This design comes from an exercise in tuning for small area and a short achievable clock period on the open sky130 flow, not from production work.
The RTL of this run was laid out without a check of its function.
Power and IR drop assume default switching activity.

==> flow/design.v <==
module mul16(a, b, x, y);
input [15:0] a, b;
output [31:0] x, y;
wire pp0_0 = a[0] & b[0];
wire pp0_1 = a[0] & b[1];
wire pp0_2 = a[0] & b[2];
wire pp0_3 = a[0] & b[3];
wire pp0_4 = a[0] & b[4];
wire pp0_5 = a[0] & b[5];
wire pp0_6 = a[0] & b[6];
wire pp0_7 = a[0] & b[7];
wire pp0_8 = a[0] & b[8];
wire pp0_9 = a[0] & b[9];
wire pp0_10 = a[0] & b[10];
wire pp0_11 = a[0] & b[11];
wire pp0_12 = a[0] & b[12];
wire pp0_13 = a[0] & b[13];
wire pp0_14 = a[0] & b[14];
wire pp0_15 = a[0] & b[15];
wire pp1_0 = a[1] & b[0];
wire pp1_1 = a[1] & b[1];
wire pp1_2 = a[1] & b[2];
wire pp1_3 = a[1] & b[3];
wire pp1_4 = a[1] & b[4];
wire pp1_5 = a[1] & b[5];
wire pp1_6 = a[1] & b[6];
wire pp1_7 = a[1] & b[7];
wire pp1_8 = a[1] & b[8];
wire pp1_9 = a[1] & b[9];
wire pp1_10 = a[1] & b[10];
wire pp1_11 = a[1] & b[11];
wire pp1_12 = a[1] & b[12];
wire pp1_13 = a[1] & b[13];
wire pp1_14 = a[1] & b[14];
wire pp1_15 = a[1] & b[15];
wire pp2_0 = a[2] & b[0];
wire pp2_1 = a[2] & b[1];
wire pp2_2 = a[2] & b[2];
wire pp2_3 = a[2] & b[3];
wire pp2_4 = a[2] & b[4];
wire pp2_5 = a[2] & b[5];
wire pp2_6 = a[2] & b[6];
wire pp2_7 = a[2] & b[7];
wire pp2_8 = a[2] & b[8];
wire pp2_9 = a[2] & b[9];
wire pp2_10 = a[2] & b[10];
wire pp2_11 = a[2] & b[11];
wire pp2_12 = a[2] & b[12];
wire pp2_13 = a[2] & b[13];
wire pp2_14 = a[2] & b[14];
wire pp2_15 = a[2] & b[15];
wire pp3_0 = a[3] & b[0];
wire pp3_1 = a[3] & b[1];
wire pp3_2 = a[3] & b[2];
wire pp3_3 = a[3] & b[3];
wire pp3_4 = a[3] & b[4];
wire pp3_5 = a[3] & b[5];
wire pp3_6 = a[3] & b[6];
wire pp3_7 = a[3] & b[7];
wire pp3_8 = a[3] & b[8];
wire pp3_9 = a[3] & b[9];
wire pp3_10 = a[3] & b[10];
wire pp3_11 = a[3] & b[11];
wire pp3_12 = a[3] & b[12];
wire pp3_13 = a[3] & b[13];
wire pp3_14 = a[3] & b[14];
wire pp3_15 = a[3] & b[15];
wire pp4_0 = a[4] & b[0];
wire pp4_1 = a[4] & b[1];
wire pp4_2 = a[4] & b[2];
wire pp4_3 = a[4] & b[3];
wire pp4_4 = a[4] & b[4];
wire pp4_5 = a[4] & b[5];
wire pp4_6 = a[4] & b[6];
wire pp4_7 = a[4] & b[7];
wire pp4_8 = a[4] & b[8];
wire pp4_9 = a[4] & b[9];
wire pp4_10 = a[4] & b[10];
wire pp4_11 = a[4] & b[11];
wire pp4_12 = a[4] & b[12];
wire pp4_13 = a[4] & b[13];
wire pp4_14 = a[4] & b[14];
wire pp4_15 = a[4] & b[15];
wire pp5_0 = a[5] & b[0];
wire pp5_1 = a[5] & b[1];
wire pp5_2 = a[5] & b[2];
wire pp5_3 = a[5] & b[3];
wire pp5_4 = a[5] & b[4];
wire pp5_5 = a[5] & b[5];
wire pp5_6 = a[5] & b[6];
wire pp5_7 = a[5] & b[7];
wire pp5_8 = a[5] & b[8];
wire pp5_9 = a[5] & b[9];
wire pp5_10 = a[5] & b[10];
wire pp5_11 = a[5] & b[11];
wire pp5_12 = a[5] & b[12];
wire pp5_13 = a[5] & b[13];
wire pp5_14 = a[5] & b[14];
wire pp5_15 = a[5] & b[15];
wire pp6_0 = a[6] & b[0];
wire pp6_1 = a[6] & b[1];
wire pp6_2 = a[6] & b[2];
wire pp6_3 = a[6] & b[3];
wire pp6_4 = a[6] & b[4];
wire pp6_5 = a[6] & b[5];
wire pp6_6 = a[6] & b[6];
wire pp6_7 = a[6] & b[7];
wire pp6_8 = a[6] & b[8];
wire pp6_9 = a[6] & b[9];
wire pp6_10 = a[6] & b[10];
wire pp6_11 = a[6] & b[11];
wire pp6_12 = a[6] & b[12];
wire pp6_13 = a[6] & b[13];
wire pp6_14 = a[6] & b[14];
wire pp6_15 = a[6] & b[15];
wire pp7_0 = a[7] & b[0];
wire pp7_1 = a[7] & b[1];
wire pp7_2 = a[7] & b[2];
wire pp7_3 = a[7] & b[3];
wire pp7_4 = a[7] & b[4];
wire pp7_5 = a[7] & b[5];
wire pp7_6 = a[7] & b[6];
wire pp7_7 = a[7] & b[7];
wire pp7_8 = a[7] & b[8];
wire pp7_9 = a[7] & b[9];
wire pp7_10 = a[7] & b[10];
wire pp7_11 = a[7] & b[11];
wire pp7_12 = a[7] & b[12];
wire pp7_13 = a[7] & b[13];
wire pp7_14 = a[7] & b[14];
wire pp7_15 = a[7] & b[15];
wire pp8_0 = a[8] & b[0];
wire pp8_1 = a[8] & b[1];
wire pp8_2 = a[8] & b[2];
wire pp8_3 = a[8] & b[3];
wire pp8_4 = a[8] & b[4];
wire pp8_5 = a[8] & b[5];
wire pp8_6 = a[8] & b[6];
wire pp8_7 = a[8] & b[7];
wire pp8_8 = a[8] & b[8];
wire pp8_9 = a[8] & b[9];
wire pp8_10 = a[8] & b[10];
wire pp8_11 = a[8] & b[11];
wire pp8_12 = a[8] & b[12];
wire pp8_13 = a[8] & b[13];
wire pp8_14 = a[8] & b[14];
wire pp8_15 = a[8] & b[15];
wire pp9_0 = a[9] & b[0];
wire pp9_1 = a[9] & b[1];
wire pp9_2 = a[9] & b[2];
wire pp9_3 = a[9] & b[3];
wire pp9_4 = a[9] & b[4];
wire pp9_5 = a[9] & b[5];
wire pp9_6 = a[9] & b[6];
wire pp9_7 = a[9] & b[7];
wire pp9_8 = a[9] & b[8];
wire pp9_9 = a[9] & b[9];
wire pp9_10 = a[9] & b[10];
wire pp9_11 = a[9] & b[11];
wire pp9_12 = a[9] & b[12];
wire pp9_13 = a[9] & b[13];
wire pp9_14 = a[9] & b[14];
wire pp9_15 = a[9] & b[15];
wire pp10_0 = a[10] & b[0];
wire pp10_1 = a[10] & b[1];
wire pp10_2 = a[10] & b[2];
wire pp10_3 = a[10] & b[3];
wire pp10_4 = a[10] & b[4];
wire pp10_5 = a[10] & b[5];
wire pp10_6 = a[10] & b[6];
wire pp10_7 = a[10] & b[7];
wire pp10_8 = a[10] & b[8];
wire pp10_9 = a[10] & b[9];
wire pp10_10 = a[10] & b[10];
wire pp10_11 = a[10] & b[11];
wire pp10_12 = a[10] & b[12];
wire pp10_13 = a[10] & b[13];
wire pp10_14 = a[10] & b[14];
wire pp10_15 = a[10] & b[15];
wire pp11_0 = a[11] & b[0];
wire pp11_1 = a[11] & b[1];
wire pp11_2 = a[11] & b[2];
wire pp11_3 = a[11] & b[3];
wire pp11_4 = a[11] & b[4];
wire pp11_5 = a[11] & b[5];
wire pp11_6 = a[11] & b[6];
wire pp11_7 = a[11] & b[7];
wire pp11_8 = a[11] & b[8];
wire pp11_9 = a[11] & b[9];
wire pp11_10 = a[11] & b[10];
wire pp11_11 = a[11] & b[11];
wire pp11_12 = a[11] & b[12];
wire pp11_13 = a[11] & b[13];
wire pp11_14 = a[11] & b[14];
wire pp11_15 = a[11] & b[15];
wire pp12_0 = a[12] & b[0];
wire pp12_1 = a[12] & b[1];
wire pp12_2 = a[12] & b[2];
wire pp12_3 = a[12] & b[3];
wire pp12_4 = a[12] & b[4];
wire pp12_5 = a[12] & b[5];
wire pp12_6 = a[12] & b[6];
wire pp12_7 = a[12] & b[7];
wire pp12_8 = a[12] & b[8];
wire pp12_9 = a[12] & b[9];
wire pp12_10 = a[12] & b[10];
wire pp12_11 = a[12] & b[11];
wire pp12_12 = a[12] & b[12];
wire pp12_13 = a[12] & b[13];
wire pp12_14 = a[12] & b[14];
wire pp12_15 = a[12] & b[15];
wire pp13_0 = a[13] & b[0];
wire pp13_1 = a[13] & b[1];
wire pp13_2 = a[13] & b[2];
wire pp13_3 = a[13] & b[3];
wire pp13_4 = a[13] & b[4];
wire pp13_5 = a[13] & b[5];
wire pp13_6 = a[13] & b[6];
wire pp13_7 = a[13] & b[7];
wire pp13_8 = a[13] & b[8];
wire pp13_9 = a[13] & b[9];
wire pp13_10 = a[13] & b[10];
wire pp13_11 = a[13] & b[11];
wire pp13_12 = a[13] & b[12];
wire pp13_13 = a[13] & b[13];
wire pp13_14 = a[13] & b[14];
wire pp13_15 = a[13] & b[15];
wire pp14_0 = a[14] & b[0];
wire pp14_1 = a[14] & b[1];
wire pp14_2 = a[14] & b[2];
wire pp14_3 = a[14] & b[3];
wire pp14_4 = a[14] & b[4];
wire pp14_5 = a[14] & b[5];
wire pp14_6 = a[14] & b[6];
wire pp14_7 = a[14] & b[7];
wire pp14_8 = a[14] & b[8];
wire pp14_9 = a[14] & b[9];
wire pp14_10 = a[14] & b[10];
wire pp14_11 = a[14] & b[11];
wire pp14_12 = a[14] & b[12];
wire pp14_13 = a[14] & b[13];
wire pp14_14 = a[14] & b[14];
wire pp14_15 = a[14] & b[15];
wire pp15_0 = a[15] & b[0];
wire pp15_1 = a[15] & b[1];
wire pp15_2 = a[15] & b[2];
wire pp15_3 = a[15] & b[3];
wire pp15_4 = a[15] & b[4];
wire pp15_5 = a[15] & b[5];
wire pp15_6 = a[15] & b[6];
wire pp15_7 = a[15] & b[7];
wire pp15_8 = a[15] & b[8];
wire pp15_9 = a[15] & b[9];
wire pp15_10 = a[15] & b[10];
wire pp15_11 = a[15] & b[11];
wire pp15_12 = a[15] & b[12];
wire pp15_13 = a[15] & b[13];
wire pp15_14 = a[15] & b[14];
wire pp15_15 = a[15] & b[15];
wire s0 = pp0_13 ^ pp1_12;
wire c0 = pp0_13 & pp1_12;
wire s1 = pp0_14 ^ pp1_13 ^ pp2_12;
wire c1 = (pp0_14 & pp1_13) | (pp0_14 & pp2_12) | (pp1_13 & pp2_12);
wire s2 = pp3_11 ^ pp4_10;
wire c2 = pp3_11 & pp4_10;
wire s3 = pp0_15 ^ pp1_14 ^ pp2_13;
wire c3 = (pp0_15 & pp1_14) | (pp0_15 & pp2_13) | (pp1_14 & pp2_13);
wire s4 = pp3_12 ^ pp4_11 ^ pp5_10;
wire c4 = (pp3_12 & pp4_11) | (pp3_12 & pp5_10) | (pp4_11 & pp5_10);
wire s5 = pp6_9 ^ pp7_8;
wire c5 = pp6_9 & pp7_8;
wire s6 = pp1_15 ^ pp2_14 ^ pp3_13;
wire c6 = (pp1_15 & pp2_14) | (pp1_15 & pp3_13) | (pp2_14 & pp3_13);
wire s7 = pp4_12 ^ pp5_11 ^ pp6_10;
wire c7 = (pp4_12 & pp5_11) | (pp4_12 & pp6_10) | (pp5_11 & pp6_10);
wire s8 = pp7_9 ^ pp8_8;
wire c8 = pp7_9 & pp8_8;
wire s9 = pp2_15 ^ pp3_14 ^ pp4_13;
wire c9 = (pp2_15 & pp3_14) | (pp2_15 & pp4_13) | (pp3_14 & pp4_13);
wire s10 = pp5_12 ^ pp6_11 ^ pp7_10;
wire c10 = (pp5_12 & pp6_11) | (pp5_12 & pp7_10) | (pp6_11 & pp7_10);
wire s11 = pp3_15 ^ pp4_14 ^ pp5_13;
wire c11 = (pp3_15 & pp4_14) | (pp3_15 & pp5_13) | (pp4_14 & pp5_13);
wire s12 = pp0_9 ^ pp1_8;
wire c12 = pp0_9 & pp1_8;
wire s13 = pp0_10 ^ pp1_9 ^ pp2_8;
wire c13 = (pp0_10 & pp1_9) | (pp0_10 & pp2_8) | (pp1_9 & pp2_8);
wire s14 = pp3_7 ^ pp4_6;
wire c14 = pp3_7 & pp4_6;
wire s15 = pp0_11 ^ pp1_10 ^ pp2_9;
wire c15 = (pp0_11 & pp1_10) | (pp0_11 & pp2_9) | (pp1_10 & pp2_9);
wire s16 = pp3_8 ^ pp4_7 ^ pp5_6;
wire c16 = (pp3_8 & pp4_7) | (pp3_8 & pp5_6) | (pp4_7 & pp5_6);
wire s17 = pp6_5 ^ pp7_4;
wire c17 = pp6_5 & pp7_4;
wire s18 = pp0_12 ^ pp1_11 ^ pp2_10;
wire c18 = (pp0_12 & pp1_11) | (pp0_12 & pp2_10) | (pp1_11 & pp2_10);
wire s19 = pp3_9 ^ pp4_8 ^ pp5_7;
wire c19 = (pp3_9 & pp4_8) | (pp3_9 & pp5_7) | (pp4_8 & pp5_7);
wire s20 = pp6_6 ^ pp7_5 ^ pp8_4;
wire c20 = (pp6_6 & pp7_5) | (pp6_6 & pp8_4) | (pp7_5 & pp8_4);
wire s21 = pp9_3 ^ pp10_2;
wire c21 = pp9_3 & pp10_2;
wire s22 = pp2_11 ^ pp3_10 ^ pp4_9;
wire c22 = (pp2_11 & pp3_10) | (pp2_11 & pp4_9) | (pp3_10 & pp4_9);
wire s23 = pp5_8 ^ pp6_7 ^ pp7_6;
wire c23 = (pp5_8 & pp6_7) | (pp5_8 & pp7_6) | (pp6_7 & pp7_6);
wire s24 = pp8_5 ^ pp9_4 ^ pp10_3;
wire c24 = (pp8_5 & pp9_4) | (pp8_5 & pp10_3) | (pp9_4 & pp10_3);
wire s25 = pp11_2 ^ pp12_1 ^ pp13_0;
wire c25 = (pp11_2 & pp12_1) | (pp11_2 & pp13_0) | (pp12_1 & pp13_0);
wire s26 = pp5_9 ^ pp6_8 ^ pp7_7;
wire c26 = (pp5_9 & pp6_8) | (pp5_9 & pp7_7) | (pp6_8 & pp7_7);
wire s27 = pp8_6 ^ pp9_5 ^ pp10_4;
wire c27 = (pp8_6 & pp9_5) | (pp8_6 & pp10_4) | (pp9_5 & pp10_4);
wire s28 = pp11_3 ^ pp12_2 ^ pp13_1;
wire c28 = (pp11_3 & pp12_2) | (pp11_3 & pp13_1) | (pp12_2 & pp13_1);
wire s29 = pp14_0 ^ s1 ^ s2;
wire c29 = (pp14_0 & s1) | (pp14_0 & s2) | (s1 & s2);
wire s30 = pp8_7 ^ pp9_6 ^ pp10_5;
wire c30 = (pp8_7 & pp9_6) | (pp8_7 & pp10_5) | (pp9_6 & pp10_5);
wire s31 = pp11_4 ^ pp12_3 ^ pp13_2;
wire c31 = (pp11_4 & pp12_3) | (pp11_4 & pp13_2) | (pp12_3 & pp13_2);
wire s32 = pp14_1 ^ pp15_0 ^ s3;
wire c32 = (pp14_1 & pp15_0) | (pp14_1 & s3) | (pp15_0 & s3);
wire s33 = s4 ^ s5 ^ c1;
wire c33 = (s4 & s5) | (s4 & c1) | (s5 & c1);
wire s34 = pp9_7 ^ pp10_6 ^ pp11_5;
wire c34 = (pp9_7 & pp10_6) | (pp9_7 & pp11_5) | (pp10_6 & pp11_5);
wire s35 = pp12_4 ^ pp13_3 ^ pp14_2;
wire c35 = (pp12_4 & pp13_3) | (pp12_4 & pp14_2) | (pp13_3 & pp14_2);
wire s36 = pp15_1 ^ s6 ^ s7;
wire c36 = (pp15_1 & s6) | (pp15_1 & s7) | (s6 & s7);
wire s37 = s8 ^ c3 ^ c4;
wire c37 = (s8 & c3) | (s8 & c4) | (c3 & c4);
wire s38 = pp8_9 ^ pp9_8 ^ pp10_7;
wire c38 = (pp8_9 & pp9_8) | (pp8_9 & pp10_7) | (pp9_8 & pp10_7);
wire s39 = pp11_6 ^ pp12_5 ^ pp13_4;
wire c39 = (pp11_6 & pp12_5) | (pp11_6 & pp13_4) | (pp12_5 & pp13_4);
wire s40 = pp14_3 ^ pp15_2 ^ s9;
wire c40 = (pp14_3 & pp15_2) | (pp14_3 & s9) | (pp15_2 & s9);
wire s41 = s10 ^ c6 ^ c7;
wire c41 = (s10 & c6) | (s10 & c7) | (c6 & c7);
wire s42 = pp6_12 ^ pp7_11 ^ pp8_10;
wire c42 = (pp6_12 & pp7_11) | (pp6_12 & pp8_10) | (pp7_11 & pp8_10);
wire s43 = pp9_9 ^ pp10_8 ^ pp11_7;
wire c43 = (pp9_9 & pp10_8) | (pp9_9 & pp11_7) | (pp10_8 & pp11_7);
wire s44 = pp12_6 ^ pp13_5 ^ pp14_4;
wire c44 = (pp12_6 & pp13_5) | (pp12_6 & pp14_4) | (pp13_5 & pp14_4);
wire s45 = pp15_3 ^ s11 ^ c9;
wire c45 = (pp15_3 & s11) | (pp15_3 & c9) | (s11 & c9);
wire s46 = pp4_15 ^ pp5_14 ^ pp6_13;
wire c46 = (pp4_15 & pp5_14) | (pp4_15 & pp6_13) | (pp5_14 & pp6_13);
wire s47 = pp7_12 ^ pp8_11 ^ pp9_10;
wire c47 = (pp7_12 & pp8_11) | (pp7_12 & pp9_10) | (pp8_11 & pp9_10);
wire s48 = pp10_9 ^ pp11_8 ^ pp12_7;
wire c48 = (pp10_9 & pp11_8) | (pp10_9 & pp12_7) | (pp11_8 & pp12_7);
wire s49 = pp13_6 ^ pp14_5 ^ pp15_4;
wire c49 = (pp13_6 & pp14_5) | (pp13_6 & pp15_4) | (pp14_5 & pp15_4);
wire s50 = pp5_15 ^ pp6_14 ^ pp7_13;
wire c50 = (pp5_15 & pp6_14) | (pp5_15 & pp7_13) | (pp6_14 & pp7_13);
wire s51 = pp8_12 ^ pp9_11 ^ pp10_10;
wire c51 = (pp8_12 & pp9_11) | (pp8_12 & pp10_10) | (pp9_11 & pp10_10);
wire s52 = pp11_9 ^ pp12_8 ^ pp13_7;
wire c52 = (pp11_9 & pp12_8) | (pp11_9 & pp13_7) | (pp12_8 & pp13_7);
wire s53 = pp6_15 ^ pp7_14 ^ pp8_13;
wire c53 = (pp6_15 & pp7_14) | (pp6_15 & pp8_13) | (pp7_14 & pp8_13);
wire s54 = pp9_12 ^ pp10_11 ^ pp11_10;
wire c54 = (pp9_12 & pp10_11) | (pp9_12 & pp11_10) | (pp10_11 & pp11_10);
wire s55 = pp7_15 ^ pp8_14 ^ pp9_13;
wire c55 = (pp7_15 & pp8_14) | (pp7_15 & pp9_13) | (pp8_14 & pp9_13);
wire s56 = pp0_6 ^ pp1_5;
wire c56 = pp0_6 & pp1_5;
wire s57 = pp0_7 ^ pp1_6 ^ pp2_5;
wire c57 = (pp0_7 & pp1_6) | (pp0_7 & pp2_5) | (pp1_6 & pp2_5);
wire s58 = pp3_4 ^ pp4_3;
wire c58 = pp3_4 & pp4_3;
wire s59 = pp0_8 ^ pp1_7 ^ pp2_6;
wire c59 = (pp0_8 & pp1_7) | (pp0_8 & pp2_6) | (pp1_7 & pp2_6);
wire s60 = pp3_5 ^ pp4_4 ^ pp5_3;
wire c60 = (pp3_5 & pp4_4) | (pp3_5 & pp5_3) | (pp4_4 & pp5_3);
wire s61 = pp6_2 ^ pp7_1;
wire c61 = pp6_2 & pp7_1;
wire s62 = pp2_7 ^ pp3_6 ^ pp4_5;
wire c62 = (pp2_7 & pp3_6) | (pp2_7 & pp4_5) | (pp3_6 & pp4_5);
wire s63 = pp5_4 ^ pp6_3 ^ pp7_2;
wire c63 = (pp5_4 & pp6_3) | (pp5_4 & pp7_2) | (pp6_3 & pp7_2);
wire s64 = pp8_1 ^ pp9_0 ^ s12;
wire c64 = (pp8_1 & pp9_0) | (pp8_1 & s12) | (pp9_0 & s12);
wire s65 = pp5_5 ^ pp6_4 ^ pp7_3;
wire c65 = (pp5_5 & pp6_4) | (pp5_5 & pp7_3) | (pp6_4 & pp7_3);
wire s66 = pp8_2 ^ pp9_1 ^ pp10_0;
wire c66 = (pp8_2 & pp9_1) | (pp8_2 & pp10_0) | (pp9_1 & pp10_0);
wire s67 = s13 ^ s14 ^ c12;
wire c67 = (s13 & s14) | (s13 & c12) | (s14 & c12);
wire s68 = pp8_3 ^ pp9_2 ^ pp10_1;
wire c68 = (pp8_3 & pp9_2) | (pp8_3 & pp10_1) | (pp9_2 & pp10_1);
wire s69 = pp11_0 ^ s15 ^ s16;
wire c69 = (pp11_0 & s15) | (pp11_0 & s16) | (s15 & s16);
wire s70 = s17 ^ c13 ^ c14;
wire c70 = (s17 & c13) | (s17 & c14) | (c13 & c14);
wire s71 = pp11_1 ^ pp12_0 ^ s18;
wire c71 = (pp11_1 & pp12_0) | (pp11_1 & s18) | (pp12_0 & s18);
wire s72 = s19 ^ s20 ^ s21;
wire c72 = (s19 & s20) | (s19 & s21) | (s20 & s21);
wire s73 = c15 ^ c16 ^ c17;
wire c73 = (c15 & c16) | (c15 & c17) | (c16 & c17);
wire s74 = s0 ^ s22 ^ s23;
wire c74 = (s0 & s22) | (s0 & s23) | (s22 & s23);
wire s75 = s24 ^ s25 ^ c18;
wire c75 = (s24 & s25) | (s24 & c18) | (s25 & c18);
wire s76 = c19 ^ c20 ^ c21;
wire c76 = (c19 & c20) | (c19 & c21) | (c20 & c21);
wire s77 = c0 ^ s26 ^ s27;
wire c77 = (c0 & s26) | (c0 & s27) | (s26 & s27);
wire s78 = s28 ^ s29 ^ c22;
wire c78 = (s28 & s29) | (s28 & c22) | (s29 & c22);
wire s79 = c23 ^ c24 ^ c25;
wire c79 = (c23 & c24) | (c23 & c25) | (c24 & c25);
wire s80 = c2 ^ s30 ^ s31;
wire c80 = (c2 & s30) | (c2 & s31) | (s30 & s31);
wire s81 = s32 ^ s33 ^ c26;
wire c81 = (s32 & s33) | (s32 & c26) | (s33 & c26);
wire s82 = c27 ^ c28 ^ c29;
wire c82 = (c27 & c28) | (c27 & c29) | (c28 & c29);
wire s83 = c5 ^ s34 ^ s35;
wire c83 = (c5 & s34) | (c5 & s35) | (s34 & s35);
wire s84 = s36 ^ s37 ^ c30;
wire c84 = (s36 & s37) | (s36 & c30) | (s37 & c30);
wire s85 = c31 ^ c32 ^ c33;
wire c85 = (c31 & c32) | (c31 & c33) | (c32 & c33);
wire s86 = c8 ^ s38 ^ s39;
wire c86 = (c8 & s38) | (c8 & s39) | (s38 & s39);
wire s87 = s40 ^ s41 ^ c34;
wire c87 = (s40 & s41) | (s40 & c34) | (s41 & c34);
wire s88 = c35 ^ c36 ^ c37;
wire c88 = (c35 & c36) | (c35 & c37) | (c36 & c37);
wire s89 = c10 ^ s42 ^ s43;
wire c89 = (c10 & s42) | (c10 & s43) | (s42 & s43);
wire s90 = s44 ^ s45 ^ c38;
wire c90 = (s44 & s45) | (s44 & c38) | (s45 & c38);
wire s91 = c39 ^ c40 ^ c41;
wire c91 = (c39 & c40) | (c39 & c41) | (c40 & c41);
wire s92 = c11 ^ s46 ^ s47;
wire c92 = (c11 & s46) | (c11 & s47) | (s46 & s47);
wire s93 = s48 ^ s49 ^ c42;
wire c93 = (s48 & s49) | (s48 & c42) | (s49 & c42);
wire s94 = c43 ^ c44 ^ c45;
wire c94 = (c43 & c44) | (c43 & c45) | (c44 & c45);
wire s95 = pp14_6 ^ pp15_5 ^ s50;
wire c95 = (pp14_6 & pp15_5) | (pp14_6 & s50) | (pp15_5 & s50);
wire s96 = s51 ^ s52 ^ c46;
wire c96 = (s51 & s52) | (s51 & c46) | (s52 & c46);
wire s97 = c47 ^ c48 ^ c49;
wire c97 = (c47 & c48) | (c47 & c49) | (c48 & c49);
wire s98 = pp12_9 ^ pp13_8 ^ pp14_7;
wire c98 = (pp12_9 & pp13_8) | (pp12_9 & pp14_7) | (pp13_8 & pp14_7);
wire s99 = pp15_6 ^ s53 ^ s54;
wire c99 = (pp15_6 & s53) | (pp15_6 & s54) | (s53 & s54);
wire s100 = c50 ^ c51 ^ c52;
wire c100 = (c50 & c51) | (c50 & c52) | (c51 & c52);
wire s101 = pp10_12 ^ pp11_11 ^ pp12_10;
wire c101 = (pp10_12 & pp11_11) | (pp10_12 & pp12_10) | (pp11_11 & pp12_10);
wire s102 = pp13_9 ^ pp14_8 ^ pp15_7;
wire c102 = (pp13_9 & pp14_8) | (pp13_9 & pp15_7) | (pp14_8 & pp15_7);
wire s103 = s55 ^ c53 ^ c54;
wire c103 = (s55 & c53) | (s55 & c54) | (c53 & c54);
wire s104 = pp8_15 ^ pp9_14 ^ pp10_13;
wire c104 = (pp8_15 & pp9_14) | (pp8_15 & pp10_13) | (pp9_14 & pp10_13);
wire s105 = pp11_12 ^ pp12_11 ^ pp13_10;
wire c105 = (pp11_12 & pp12_11) | (pp11_12 & pp13_10) | (pp12_11 & pp13_10);
wire s106 = pp14_9 ^ pp15_8 ^ c55;
wire c106 = (pp14_9 & pp15_8) | (pp14_9 & c55) | (pp15_8 & c55);
wire s107 = pp9_15 ^ pp10_14 ^ pp11_13;
wire c107 = (pp9_15 & pp10_14) | (pp9_15 & pp11_13) | (pp10_14 & pp11_13);
wire s108 = pp12_12 ^ pp13_11 ^ pp14_10;
wire c108 = (pp12_12 & pp13_11) | (pp12_12 & pp14_10) | (pp13_11 & pp14_10);
wire s109 = pp10_15 ^ pp11_14 ^ pp12_13;
wire c109 = (pp10_15 & pp11_14) | (pp10_15 & pp12_13) | (pp11_14 & pp12_13);
wire s110 = pp0_4 ^ pp1_3;
wire c110 = pp0_4 & pp1_3;
wire s111 = pp0_5 ^ pp1_4 ^ pp2_3;
wire c111 = (pp0_5 & pp1_4) | (pp0_5 & pp2_3) | (pp1_4 & pp2_3);
wire s112 = pp3_2 ^ pp4_1;
wire c112 = pp3_2 & pp4_1;
wire s113 = pp2_4 ^ pp3_3 ^ pp4_2;
wire c113 = (pp2_4 & pp3_3) | (pp2_4 & pp4_2) | (pp3_3 & pp4_2);
wire s114 = pp5_1 ^ pp6_0 ^ s56;
wire c114 = (pp5_1 & pp6_0) | (pp5_1 & s56) | (pp6_0 & s56);
wire s115 = pp5_2 ^ pp6_1 ^ pp7_0;
wire c115 = (pp5_2 & pp6_1) | (pp5_2 & pp7_0) | (pp6_1 & pp7_0);
wire s116 = s57 ^ s58 ^ c56;
wire c116 = (s57 & s58) | (s57 & c56) | (s58 & c56);
wire s117 = pp8_0 ^ s59 ^ s60;
wire c117 = (pp8_0 & s59) | (pp8_0 & s60) | (s59 & s60);
wire s118 = s61 ^ c57 ^ c58;
wire c118 = (s61 & c57) | (s61 & c58) | (c57 & c58);
wire s119 = s62 ^ s63 ^ s64;
wire c119 = (s62 & s63) | (s62 & s64) | (s63 & s64);
wire s120 = c59 ^ c60 ^ c61;
wire c120 = (c59 & c60) | (c59 & c61) | (c60 & c61);
wire s121 = s65 ^ s66 ^ s67;
wire c121 = (s65 & s66) | (s65 & s67) | (s66 & s67);
wire s122 = c62 ^ c63 ^ c64;
wire c122 = (c62 & c63) | (c62 & c64) | (c63 & c64);
wire s123 = s68 ^ s69 ^ s70;
wire c123 = (s68 & s69) | (s68 & s70) | (s69 & s70);
wire s124 = c65 ^ c66 ^ c67;
wire c124 = (c65 & c66) | (c65 & c67) | (c66 & c67);
wire s125 = s71 ^ s72 ^ s73;
wire c125 = (s71 & s72) | (s71 & s73) | (s72 & s73);
wire s126 = c68 ^ c69 ^ c70;
wire c126 = (c68 & c69) | (c68 & c70) | (c69 & c70);
wire s127 = s74 ^ s75 ^ s76;
wire c127 = (s74 & s75) | (s74 & s76) | (s75 & s76);
wire s128 = c71 ^ c72 ^ c73;
wire c128 = (c71 & c72) | (c71 & c73) | (c72 & c73);
wire s129 = s77 ^ s78 ^ s79;
wire c129 = (s77 & s78) | (s77 & s79) | (s78 & s79);
wire s130 = c74 ^ c75 ^ c76;
wire c130 = (c74 & c75) | (c74 & c76) | (c75 & c76);
wire s131 = s80 ^ s81 ^ s82;
wire c131 = (s80 & s81) | (s80 & s82) | (s81 & s82);
wire s132 = c77 ^ c78 ^ c79;
wire c132 = (c77 & c78) | (c77 & c79) | (c78 & c79);
wire s133 = s83 ^ s84 ^ s85;
wire c133 = (s83 & s84) | (s83 & s85) | (s84 & s85);
wire s134 = c80 ^ c81 ^ c82;
wire c134 = (c80 & c81) | (c80 & c82) | (c81 & c82);
wire s135 = s86 ^ s87 ^ s88;
wire c135 = (s86 & s87) | (s86 & s88) | (s87 & s88);
wire s136 = c83 ^ c84 ^ c85;
wire c136 = (c83 & c84) | (c83 & c85) | (c84 & c85);
wire s137 = s89 ^ s90 ^ s91;
wire c137 = (s89 & s90) | (s89 & s91) | (s90 & s91);
wire s138 = c86 ^ c87 ^ c88;
wire c138 = (c86 & c87) | (c86 & c88) | (c87 & c88);
wire s139 = s92 ^ s93 ^ s94;
wire c139 = (s92 & s93) | (s92 & s94) | (s93 & s94);
wire s140 = c89 ^ c90 ^ c91;
wire c140 = (c89 & c90) | (c89 & c91) | (c90 & c91);
wire s141 = s95 ^ s96 ^ s97;
wire c141 = (s95 & s96) | (s95 & s97) | (s96 & s97);
wire s142 = c92 ^ c93 ^ c94;
wire c142 = (c92 & c93) | (c92 & c94) | (c93 & c94);
wire s143 = s98 ^ s99 ^ s100;
wire c143 = (s98 & s99) | (s98 & s100) | (s99 & s100);
wire s144 = c95 ^ c96 ^ c97;
wire c144 = (c95 & c96) | (c95 & c97) | (c96 & c97);
wire s145 = s101 ^ s102 ^ s103;
wire c145 = (s101 & s102) | (s101 & s103) | (s102 & s103);
wire s146 = c98 ^ c99 ^ c100;
wire c146 = (c98 & c99) | (c98 & c100) | (c99 & c100);
wire s147 = s104 ^ s105 ^ s106;
wire c147 = (s104 & s105) | (s104 & s106) | (s105 & s106);
wire s148 = c101 ^ c102 ^ c103;
wire c148 = (c101 & c102) | (c101 & c103) | (c102 & c103);
wire s149 = pp15_9 ^ s107 ^ s108;
wire c149 = (pp15_9 & s107) | (pp15_9 & s108) | (s107 & s108);
wire s150 = c104 ^ c105 ^ c106;
wire c150 = (c104 & c105) | (c104 & c106) | (c105 & c106);
wire s151 = pp13_12 ^ pp14_11 ^ pp15_10;
wire c151 = (pp13_12 & pp14_11) | (pp13_12 & pp15_10) | (pp14_11 & pp15_10);
wire s152 = s109 ^ c107 ^ c108;
wire c152 = (s109 & c107) | (s109 & c108) | (c107 & c108);
wire s153 = pp11_15 ^ pp12_14 ^ pp13_13;
wire c153 = (pp11_15 & pp12_14) | (pp11_15 & pp13_13) | (pp12_14 & pp13_13);
wire s154 = pp14_12 ^ pp15_11 ^ c109;
wire c154 = (pp14_12 & pp15_11) | (pp14_12 & c109) | (pp15_11 & c109);
wire s155 = pp12_15 ^ pp13_14 ^ pp14_13;
wire c155 = (pp12_15 & pp13_14) | (pp12_15 & pp14_13) | (pp13_14 & pp14_13);
wire s156 = pp0_3 ^ pp1_2;
wire c156 = pp0_3 & pp1_2;
wire s157 = pp2_2 ^ pp3_1 ^ pp4_0;
wire c157 = (pp2_2 & pp3_1) | (pp2_2 & pp4_0) | (pp3_1 & pp4_0);
wire s158 = pp5_0 ^ s111 ^ s112;
wire c158 = (pp5_0 & s111) | (pp5_0 & s112) | (s111 & s112);
wire s159 = s113 ^ s114 ^ c111;
wire c159 = (s113 & s114) | (s113 & c111) | (s114 & c111);
wire s160 = s115 ^ s116 ^ c113;
wire c160 = (s115 & s116) | (s115 & c113) | (s116 & c113);
wire s161 = s117 ^ s118 ^ c115;
wire c161 = (s117 & s118) | (s117 & c115) | (s118 & c115);
wire s162 = s119 ^ s120 ^ c117;
wire c162 = (s119 & s120) | (s119 & c117) | (s120 & c117);
wire s163 = s121 ^ s122 ^ c119;
wire c163 = (s121 & s122) | (s121 & c119) | (s122 & c119);
wire s164 = s123 ^ s124 ^ c121;
wire c164 = (s123 & s124) | (s123 & c121) | (s124 & c121);
wire s165 = s125 ^ s126 ^ c123;
wire c165 = (s125 & s126) | (s125 & c123) | (s126 & c123);
wire s166 = s127 ^ s128 ^ c125;
wire c166 = (s127 & s128) | (s127 & c125) | (s128 & c125);
wire s167 = s129 ^ s130 ^ c127;
wire c167 = (s129 & s130) | (s129 & c127) | (s130 & c127);
wire s168 = s131 ^ s132 ^ c129;
wire c168 = (s131 & s132) | (s131 & c129) | (s132 & c129);
wire s169 = s133 ^ s134 ^ c131;
wire c169 = (s133 & s134) | (s133 & c131) | (s134 & c131);
wire s170 = s135 ^ s136 ^ c133;
wire c170 = (s135 & s136) | (s135 & c133) | (s136 & c133);
wire s171 = s137 ^ s138 ^ c135;
wire c171 = (s137 & s138) | (s137 & c135) | (s138 & c135);
wire s172 = s139 ^ s140 ^ c137;
wire c172 = (s139 & s140) | (s139 & c137) | (s140 & c137);
wire s173 = s141 ^ s142 ^ c139;
wire c173 = (s141 & s142) | (s141 & c139) | (s142 & c139);
wire s174 = s143 ^ s144 ^ c141;
wire c174 = (s143 & s144) | (s143 & c141) | (s144 & c141);
wire s175 = s145 ^ s146 ^ c143;
wire c175 = (s145 & s146) | (s145 & c143) | (s146 & c143);
wire s176 = s147 ^ s148 ^ c145;
wire c176 = (s147 & s148) | (s147 & c145) | (s148 & c145);
wire s177 = s149 ^ s150 ^ c147;
wire c177 = (s149 & s150) | (s149 & c147) | (s150 & c147);
wire s178 = s151 ^ s152 ^ c149;
wire c178 = (s151 & s152) | (s151 & c149) | (s152 & c149);
wire s179 = s153 ^ s154 ^ c151;
wire c179 = (s153 & s154) | (s153 & c151) | (s154 & c151);
wire s180 = pp15_12 ^ s155 ^ c153;
wire c180 = (pp15_12 & s155) | (pp15_12 & c153) | (s155 & c153);
wire s181 = pp13_15 ^ pp14_14 ^ pp15_13;
wire c181 = (pp13_15 & pp14_14) | (pp13_15 & pp15_13) | (pp14_14 & pp15_13);
wire s182 = pp0_2 ^ pp1_1;
wire c182 = pp0_2 & pp1_1;
wire s183 = pp2_1 ^ pp3_0 ^ s156;
wire c183 = (pp2_1 & pp3_0) | (pp2_1 & s156) | (pp3_0 & s156);
wire s184 = s110 ^ s157 ^ c156;
wire c184 = (s110 & s157) | (s110 & c156) | (s157 & c156);
wire s185 = c110 ^ s158 ^ c157;
wire c185 = (c110 & s158) | (c110 & c157) | (s158 & c157);
wire s186 = c112 ^ s159 ^ c158;
wire c186 = (c112 & s159) | (c112 & c158) | (s159 & c158);
wire s187 = c114 ^ s160 ^ c159;
wire c187 = (c114 & s160) | (c114 & c159) | (s160 & c159);
wire s188 = c116 ^ s161 ^ c160;
wire c188 = (c116 & s161) | (c116 & c160) | (s161 & c160);
wire s189 = c118 ^ s162 ^ c161;
wire c189 = (c118 & s162) | (c118 & c161) | (s162 & c161);
wire s190 = c120 ^ s163 ^ c162;
wire c190 = (c120 & s163) | (c120 & c162) | (s163 & c162);
wire s191 = c122 ^ s164 ^ c163;
wire c191 = (c122 & s164) | (c122 & c163) | (s164 & c163);
wire s192 = c124 ^ s165 ^ c164;
wire c192 = (c124 & s165) | (c124 & c164) | (s165 & c164);
wire s193 = c126 ^ s166 ^ c165;
wire c193 = (c126 & s166) | (c126 & c165) | (s166 & c165);
wire s194 = c128 ^ s167 ^ c166;
wire c194 = (c128 & s167) | (c128 & c166) | (s167 & c166);
wire s195 = c130 ^ s168 ^ c167;
wire c195 = (c130 & s168) | (c130 & c167) | (s168 & c167);
wire s196 = c132 ^ s169 ^ c168;
wire c196 = (c132 & s169) | (c132 & c168) | (s169 & c168);
wire s197 = c134 ^ s170 ^ c169;
wire c197 = (c134 & s170) | (c134 & c169) | (s170 & c169);
wire s198 = c136 ^ s171 ^ c170;
wire c198 = (c136 & s171) | (c136 & c170) | (s171 & c170);
wire s199 = c138 ^ s172 ^ c171;
wire c199 = (c138 & s172) | (c138 & c171) | (s172 & c171);
wire s200 = c140 ^ s173 ^ c172;
wire c200 = (c140 & s173) | (c140 & c172) | (s173 & c172);
wire s201 = c142 ^ s174 ^ c173;
wire c201 = (c142 & s174) | (c142 & c173) | (s174 & c173);
wire s202 = c144 ^ s175 ^ c174;
wire c202 = (c144 & s175) | (c144 & c174) | (s175 & c174);
wire s203 = c146 ^ s176 ^ c175;
wire c203 = (c146 & s176) | (c146 & c175) | (s176 & c175);
wire s204 = c148 ^ s177 ^ c176;
wire c204 = (c148 & s177) | (c148 & c176) | (s177 & c176);
wire s205 = c150 ^ s178 ^ c177;
wire c205 = (c150 & s178) | (c150 & c177) | (s178 & c177);
wire s206 = c152 ^ s179 ^ c178;
wire c206 = (c152 & s179) | (c152 & c178) | (s179 & c178);
wire s207 = c154 ^ s180 ^ c179;
wire c207 = (c154 & s180) | (c154 & c179) | (s180 & c179);
wire s208 = c155 ^ s181 ^ c180;
wire c208 = (c155 & s181) | (c155 & c180) | (s181 & c180);
wire s209 = pp14_15 ^ pp15_14 ^ c181;
wire c209 = (pp14_15 & pp15_14) | (pp14_15 & c181) | (pp15_14 & c181);
assign x = {1'b0, pp15_15, s209, s208, s207, s206, s205, s204, s203, s202, s201, s200, s199, s198, s197, s196, s195, s194, s193, s192, s191, s190, s189, s188, s187, s186, s185, s184, s183, pp2_0, pp0_1, pp0_0};
assign y = {1'b0, c209, c208, c207, c206, c205, c204, c203, c202, c201, c200, c199, c198, c197, c196, c195, c194, c193, c192, c191, c190, c189, c188, c187, c186, c185, c184, c183, c182, s182, pp1_0, 1'b0};
endmodule
module processor(clock,reset,imem_addr,imem_data,wb_en,wb_addr,wb_data,flags);
input clock,reset;
output [7:0] imem_addr;
input [15:0] imem_data;
output wb_en;
output [2:0] wb_addr;
output [15:0] wb_data;
output [3:0] flags;
reg [7:0] pc;
reg [15:0] ir;
reg [3:0] fl;             
reg [15:0] rf [0:7];
reg [7:0] rv;
reg [15:0] dm [0:9];
reg [9:0] dv;
reg [14:0] hx, hy;       
reg hc;
reg [3:0] alo;            
reg ac4;                  
reg [15:0] lo;
reg hlv;
integer j;
reg [15:0] opa, opb;      
reg s_sum, s_shl, s_shr, s_or, s_and, s_mem, s_lo, s_hi;
reg d_we, d_fl, d_an, d_az;
wire [3:0] op = ir[3:0];
wire [2:0] rd = ir[6:4];
wire [2:0] f  = ir[15:13];
wire [5:0] c6 = ir[15:10];
wire [15:0] sx = {1'b0, {9{c6[5]}}, c6};
reg nm;                   
wire mulN;
wire fZ = fl[3], fN = nm ? mulN : fl[2], fC = fl[1], fV = fl[0];
wire [15:0] A = opa;
wire [15:0] B = opb;
wire [16:0] sum = {1'b0, A} + {1'b0, B};
wire [16:0] shl = {1'b0, A} << f;
reg [15:0] shr;
integer bi;
always @* for (bi = 0; bi < 16; bi = bi + 1) shr[bi] = shl[15 - bi];
wire [16:0] res = ({17{s_sum}} & sum) | ({17{s_shl}} & shl) | ({17{s_shr}} & {1'b0, shr}) |
                  ({17{s_or}} & {1'b0, A | B}) | ({17{s_and}} & {1'b0, A & B});
wire ahi_p = (A[15:5] == 11'h7ff) | (A[15:5] == 11'h000);
wire ahi_n = A[15] & (A[14:6] == 9'h000);
wire a5ok = (A[5] ^ c6[5]) == (A[4] | c6[4]);
wire ahi0 = (c6[5] ? ahi_n : ahi_p) & a5ok & ~(A[4] ^ c6[4] ^ ac4);
wire [9:0] hit = {10{ahi0}} & (10'd1 << alo);
wire [9:0] msel = 10'd1 << alo;
reg [15:0] mword;
always @* begin
  mword = 16'd0;
  for (j = 0; j < 10; j = j + 1)
    mword = mword | ({16{msel[j] & dv[j]}} & dm[j]) | ({16{msel[j] & ~dv[j]}} & (16'h4000 | j));
end
wire [15:0] mdata = ahi0 ? mword : 16'd0;
wire [31:0] mx, my;
mul16 u_mul(.a(A), .b(B), .x(mx), .y(my));
wire [16:0] P = {1'b0, mx[15:0]} + {1'b0, my[15:0]};    
wire [16:0] hsum2 = {1'b0, hx, hc} + {1'b0, hy, hc};
wire mpz_d = &((mx[31:17] ^ my[31:17]) ~^ (mx[30:16] | my[30:16])) & ~(P[16] ^ mx[16] ^ my[16]);
reg mpz;
assign mulN = mpz & lo[15];
wire [15:0] wd = res[15:0] | ({16{s_mem}} & mdata) | ({16{s_lo & hlv}} & lo) |
                 ({16{s_hi & hlv}} & {1'b0, hsum2[16:2]});
wire cadd = (d_an & fN) | (d_az & fZ);
wire we = d_we | cadd;
wire setfl = d_fl | cadd;
wire st = (op == 4'd8);
wire mul = (op == 4'd10);
always @(posedge clock) begin
  if (we) rf[rd] <= wd;
  for (j = 0; j < 10; j = j + 1)
    if (st & hit[j]) dm[j] <= B;
  if (mul) begin
    hx <= mx[30:16];
    hy <= my[30:16];
    hc <= P[16];
    mpz <= mpz_d;
    lo <= P[15:0];
  end
end
always @(posedge clock, posedge reset) begin
  if (reset) begin
    rv <= 8'd0;
    dv <= 10'd0;
    hlv <= 1'b0;
  end else begin
    if (we) rv[rd] <= 1'b1;
    for (j = 0; j < 10; j = j + 1)
      if (st & hit[j]) dv[j] <= 1'b1;
    if (mul) hlv <= 1'b1;
  end
end
always @(posedge clock, posedge reset) begin
  if (reset) begin
    fl <= 4'd0;
    nm <= 1'b0;
  end else if (setfl) begin
    fl <= {res == 17'd0, res[16:15] == 2'b01, (op == 4'd0) & res[16], res[16]};
    nm <= 1'b0;
  end else if (mul) begin
    fl <= {(A == 16'd0) | (B == 16'd0), 3'b000};
    nm <= 1'b1;
  end
end
wire [3:0] nop = imem_data[3:0];
wire [2:0] nrs = imem_data[9:7];
wire [2:0] nrt = (nop == 4'd8) ? imem_data[6:4] : imem_data[12:10];
wire [5:0] nc6 = imem_data[15:10];
wire [2:0] nf = imem_data[15:13];
wire [15:0] nsx = {1'b0, {9{nc6[5]}}, nc6};
wire nimm = (nop == 4'd5) | (nop == 4'd6);
wire nli = (nop == 4'd6);
wire [7:0] sela = {8{~nli}} & rv & (8'd1 << nrs);
wire [7:0] selb = rv & (8'd1 << nrt);
reg [15:0] rA, rB;
always @* begin
  rA = 16'd0;
  rB = 16'd0;
  for (j = 0; j < 8; j = j + 1) begin
    rA = rA | ({16{sela[j]}} & rf[j]);
    rB = rB | ({16{selb[j]}} & rf[j]);
  end
end
wire fwa = we & (rd == nrs) & ~nli;
wire nsr = (nop == 4'd2);
wire [15:0] ra_in = fwa ? wd : rA;
reg [15:0] ra_rev;
always @* for (bi = 0; bi < 16; bi = bi + 1) ra_rev[bi] = ra_in[15 - bi];
wire fwb = we & (rd == nrt);
wire brc = (op == 4'd9) & (((f == 3'd1) & fN) | ((f == 3'd2) & fZ) | ((f == 3'd3) & fV) | ((f == 3'd4) & fC));
wire jmp = (op == 4'd9) & (f == 3'd0);
always @(posedge clock, posedge reset) begin
  if (reset) begin
    pc <= 8'd0;
    ir <= 16'd0;
    s_sum <= 1'b0;            
    s_shl <= 1'b0;
    s_shr <= 1'b0;
    s_or <= 1'b0;
    s_and <= 1'b0;
    s_mem <= 1'b0;
    s_lo <= 1'b0;
    s_hi <= 1'b0;
    d_we <= 1'b1;             
    d_fl <= 1'b1;
    d_an <= 1'b0;
    d_az <= 1'b0;
  end else begin
    ir <= imem_data;
    s_sum <= (nop == 4'd0) | (nop == 4'd5) | (nop == 4'd6);
    s_shl <= (nop == 4'd1);
    s_shr <= (nop == 4'd2);
    s_or <= (nop == 4'd3);
    s_and <= (nop == 4'd4);
    s_mem <= (nop == 4'd7);
    s_lo <= (nop == 4'd11);
    s_hi <= (nop == 4'd12);
    d_we <= ((nop == 4'd0) & (nf == 3'd0)) | (nop == 4'd1) | (nop == 4'd2) | (nop == 4'd3) |
            (nop == 4'd4) | (nop == 4'd5) | (nop == 4'd6) | (nop == 4'd7) | (nop == 4'd11) |
            (nop == 4'd12);
    d_fl <= ((nop == 4'd0) & (nf == 3'd0)) | (nop == 4'd1) | (nop == 4'd2) | (nop == 4'd3) |
            (nop == 4'd4) | (nop == 4'd5);
    d_an <= (nop == 4'd0) & (nf == 3'd1);
    d_az <= (nop == 4'd0) & (nf == 3'd2);
    if (jmp) pc <= pc + ir[11:4];
    else if (brc) pc <= ir[11:4];
    else pc <= pc + 8'd1;
  end
end
always @(posedge clock) begin
  opa <= nsr ? ra_rev : ra_in;
  opb <= nimm ? nsx : fwb ? wd : rB;
  {ac4, alo} <= ra_in[3:0] + nsx[3:0];
end
assign imem_addr = pc;
assign wb_en = we;
assign wb_addr = rd;
assign wb_data = wd;
assign flags = {fZ, fN, fC, fV};
endmodule
==> flow/run.sh <==
#!/bin/bash
# synth_recipe.tcl (not shown) runs the flow's synth.tcl, then flattens the netlist and writes it again
# the make line also repeats each setting of config.mk as NAME=value (left out here)
make -C /OpenROAD-flow-scripts/flow DESIGN_CONFIG=/design/flow/config.mk WORK_HOME=/design/flow/orfs CLKGATE_MAP_FILE= SYNTH_SCRIPT=/design/flow/synth_recipe.tcl finish
==> flow/config.mk <==
export PLATFORM = sky130hd
export DESIGN_NAME = processor
export DESIGN_NICKNAME = processor
export VERILOG_FILES = /design/flow/design.v
export SDC_FILE = /design/flow/constraint.sdc
export NUM_CORES = 4
export LEC_CHECK = 0
export ABC_CLOCK_PERIOD_IN_PS = 5000
export CAP_MARGIN = 20
export CORE_MARGIN = 2
export CORE_UTILIZATION = 35
export CTS_BUF_LIST = sky130_fd_sc_hd__clkbuf_8
export CTS_CLUSTER_DIAMETER = 60
export CTS_CLUSTER_SIZE = 16
export SETUP_SLACK_MARGIN = 5
export SLEW_MARGIN = 20
==> flow/constraint.sdc <==
create_clock -name core_clock -period 11.0 [get_ports {clock}]
set_input_delay 2.2000 -clock core_clock [delete_from_list [all_inputs] [get_ports {clock}]]
set_output_delay 2.2000 -clock core_clock [all_outputs]
set_load 0.01 [all_outputs]
==> run summary <==
## state kept, by name (all words and copies together), names as in the netlist, 4 cells and up
signal,cells
ir,15
opa,16
fl,4
lo,16
dv,10
opb,16
alo,4
dm,160
hx,15
hy,15
rv,8
rf,128
pc,8
## routing by layer
metal  global-route usage, %  wire (um)  vias up
met2                   36.74      43460     1165
met5                       0         12        -
met1                   30.95      38420    10662
met4                   8.534       3852        2
li1                        -          -     8932
met3                   4.657       8898      205
## through the flow
stage | cells | util [%] | hold WS [ns] | total power [mW]
finish | 3646 | 40.44 | 0.4707 | 7.481
detailed placement | 3471 | 37.38 | 0.4512 | 6.157
global route | 3646 | 40.44 | 0.5049 | 8.077
CTS | 3614 | 39.99 | 0.4749 | 7.463
global placement | 3471 | 37.38 | 0.4570 | 6.123
floorplan | 2463 | - | 0.4248 | 4.924
## synth_stat cells, drive strengths merged, types with 6 or more instances
cell    number
a211oi      18
or2         12
nor3        33
and4b        6
a211o        8
nand3b       8
dfrtp       57
clkbuf      97
xor2        24
o21ai       57
and2        20
nor2b       12
ha         107
nor4bb      10
a21o        21
nor2       233
o211ai      11
and4         6
or3          6
nand2      157
nand3       38
a22o        33
buf         48
edfxtp     336
dfxtp       37
mux2i       31
mux4        13
nor3b        9
a41oi        6
fa         199
a31o        11
nand2b      24
a22oi      148
nand4       36
xnor2       43
o221ai      12
and3        15
inv        299
a221oi      39
a31oi       16
o21a         7
nor4b       10
mux2        26
nor4        12
a21oi       59
## worst max-delay path, delay by kind of cell (launching register included)
kind	cells	cell delay, ns
compound gates	2	0.50
buf+inv	4	1.23
simple gates	5	0.60
fa+ha+maj	1	0.43
flops	1	0.33
## path summary, 6_finish.rpt
path                       slack [ns]  startpoint  cells past startpoint     endpoint
setup / recovery                 4.99     opa[12]                     12  wb_data[15]
hold / removal                   0.47       dv[0]                      1        dv[0]
setup reg to reg                 5.30     opb[15]                     17          mpz
hold reg to reg                  0.47       dv[0]                      1        dv[0]
max in group asynchronous        8.33       reset                      3       ir[13]
min in group asynchronous        2.05       reset                      3        pc[7]
## final cells by class
cell class	count	area (sq um)
Sequential cell	432	12380
Antenna cell	1	2.502
Tap cell	1050	1314
Fill cell	7526	46900
Clock buffer	43	591.8
Inverter	302	1247
Multi-Input combinational cell	1584	14370
Clock inverter	37	301.5
Timing Repair Buffer	197	1634
## kinds of logic (layout without fill, tap and decap cells)
family	count (synthesis)	in the layout	share of synthesized area, %
xor gates and xnor gates	67	67	2.116
DFF	432	432	44.38
muxes	70	70	3.298
buffers and inverters	447	579	6.375
adders and majority gates	306	306	19.19
and+or+nand+nor	651	651	11.57
AOI/OAI and AO/OA	490	490	13.07
other	0	1	0
## repair_timing
| item | CTS | global route |
|---|---|---|
| gates resized for setup | 180 | 40 |
| setup endpoints to repair | 17 | 17 |
| pin swaps | 23 | 19 |
| setup buffers | 63 | 31 |
## power by group
part           total, mW  switching (mW)  internal (mW)  leakage, nW
combinational       4.16            2.46           1.70         7.53
sequential          2.24           0.185           2.05         4.12
clock               1.08           0.659          0.425        0.508
total               7.48            3.30           4.18         12.2
==> results by group <==
Power and ir drop
  – Pwr dens: 234.9 nW/um^2
  – Leakage: 12.16 nW
  – Peak VDD IR: 0.1820 mV

Floorplan
  – Initial Util: 35.22%
  – DIE WIDTH: 285.5 um
  – Cell Rows: 103
  – Core Area: 78740 sq um
  – Number of I/O pins: 50
  – DIE HEIGHT: 285.5 um
  – Full die area: 81510 sq um

Finish
  – Most frequent cells in the layout: 336 x edfxtp_1, 274 x inv_1, 233 x nor2_1, 198 x fa_1, 152 x nand2_1
  – Commonest non-fill, non-tap cell in the layout: edfxtp_1
  – # nets final: 2884
  – Share of cells above drive strength 1: 17.11%
  – Area grow syn2layout: 14.82%
  – Final Cell Area: 31840 sq um

Setup path
  – Worst EP required: 8.80 ns
  – Crit path kind: reg -> out
  – Worst path cell trace: buf_4, clkinv_2, ha_4, nand2_1, o21ai_0, nor2_1, a21oi_1, nand4b_1, nor3b_2, buf_4, nand2_4, clkdlybuf4s50_1
  – Crit-path most repeated cell: buf_4
  – Arrival time worst endpoint: 3.81 ns
  – Crit path max fanout: 15
  – Startpoint class of the critical path: flop
  – Worst path slowest cell: clkdlybuf4s50_1
  – CP peak stage delay: 0.57 ns
  – Critical Path End Type: output pin

Place
  – HPWL after DPL: 66190 um
  – Place WS: 4.042 ns
  – Port Buf Inserts: 49
  – Gpl congestion: 0.9596
  – Post-DP Area: 29430 sq um

Clock tree
  – Clk pin slew, worst setup/hold paths: 0.11 ns
  – Sink Count: 432
  – H-tree depth: 2
  – Clk buf depth: 3
  – Num CTS Buffers: 43
  – CTS tree: done
  – Worst skew pair latency: 0.71 ns
  – Hold_buf cts: 0
  – CTS Root Cell: clkbuf_8

STA
  – Worst-Margin Slew: 1.112 ns
  – Setup TNS: 0 ns
  – Fmax: 0.1665 GHz
  – Worst Clk Skew: 0.06441 ns
  – RSZ-0062 raised after global routing: yes
  – Hold Fails Final Rpt: 0
  – Setup ws final: 4.993 ns
  – Min cycle time layout: 6.007 ns
  – Tcrit/Tclk final: 54.61%
  – Setup-failing EPs final: 0
  – Slew headroom: 25.81%
  – Count of pins over their slew limit: 0

Route
  – Wire per inst: 25.96 um
  – Initial DRC Count: 2780
  – WL final: 94640 um
  – First-pass iteration count of the detailed router: 8
  – Via count: 20966
  – Residual DRC: 0
  – Vias per inst: 5.750
  – Final ANT Viol Nets: 0

Run
  – Max-cap violation count: 0

Synthesis
  – Distinct cells, synth: 86
  – Yosys top cell area share: 36.38%
  – Synthesized area per cell: 11.26 sq um
  – Seq/Total Area, Yosys: 44.38%
  – Most area-consuming cells after synthesis: edfxtp_1 36%, fa_1 14%, dfrtp_1 5.1%, ha_1 4.8%, inv_1 4.0%
  – Area leader, netlist: edfxtp_1
  – Synthesis Warnings: 2
  – #FFs+latches synth: 432
  – Mapped Area: 27730 sq um
  – Prevailing post-synth register cell: edfxtp_1
  – Synth async-reset ratio: 13.66%
  – EDFF count, synth: 336
  – Syn Nets: 2787
  – Cells after synthesis: 2463

Global route
  – Vias in the first global route: 21272
  – Largest net degree at the start of global routing: 60
  – Initial antenna violation count: 2
  – Global route overflow: 0
  – Gr usage total: 22.99%
  – First-pass GRT wire length: 140400 um

Run status
  – Status: timing/DRC/antenna clean

Hold path
  – Worst hold path type: reg -> reg

==> what the ideal ports hide <==
The flow's constraints put no driver on any port. The routed layout listed below was extracted and timed again, unchanged, in two steps. Step 1, drivers: a clkbuf_16 drives clock and a buf_2 each remaining input, both assumed. Step 2 adds t to the input delays and takes it off the output delays; t is the mean of the earliest and latest rising clock arrival at the registers after step 1. Input paths then give back, and output paths get back, about the clock's delay inside the block. Three values: ideal ports, drivers, drivers and shift; two values: the first two.
shift t [ns]: 0.732
setup WS [ns]: 4.993 / 4.936 / 4.559
worst setup path at the end: input to register
latest minus earliest clock arrival (ns): 0.065 / 0.065
pins driven straight from the clock port: 1
After both steps this run still meets setup and hold. For this run, drivers alone change the setup slack by -0.057 ns; drivers and shift together by -0.434 ns.
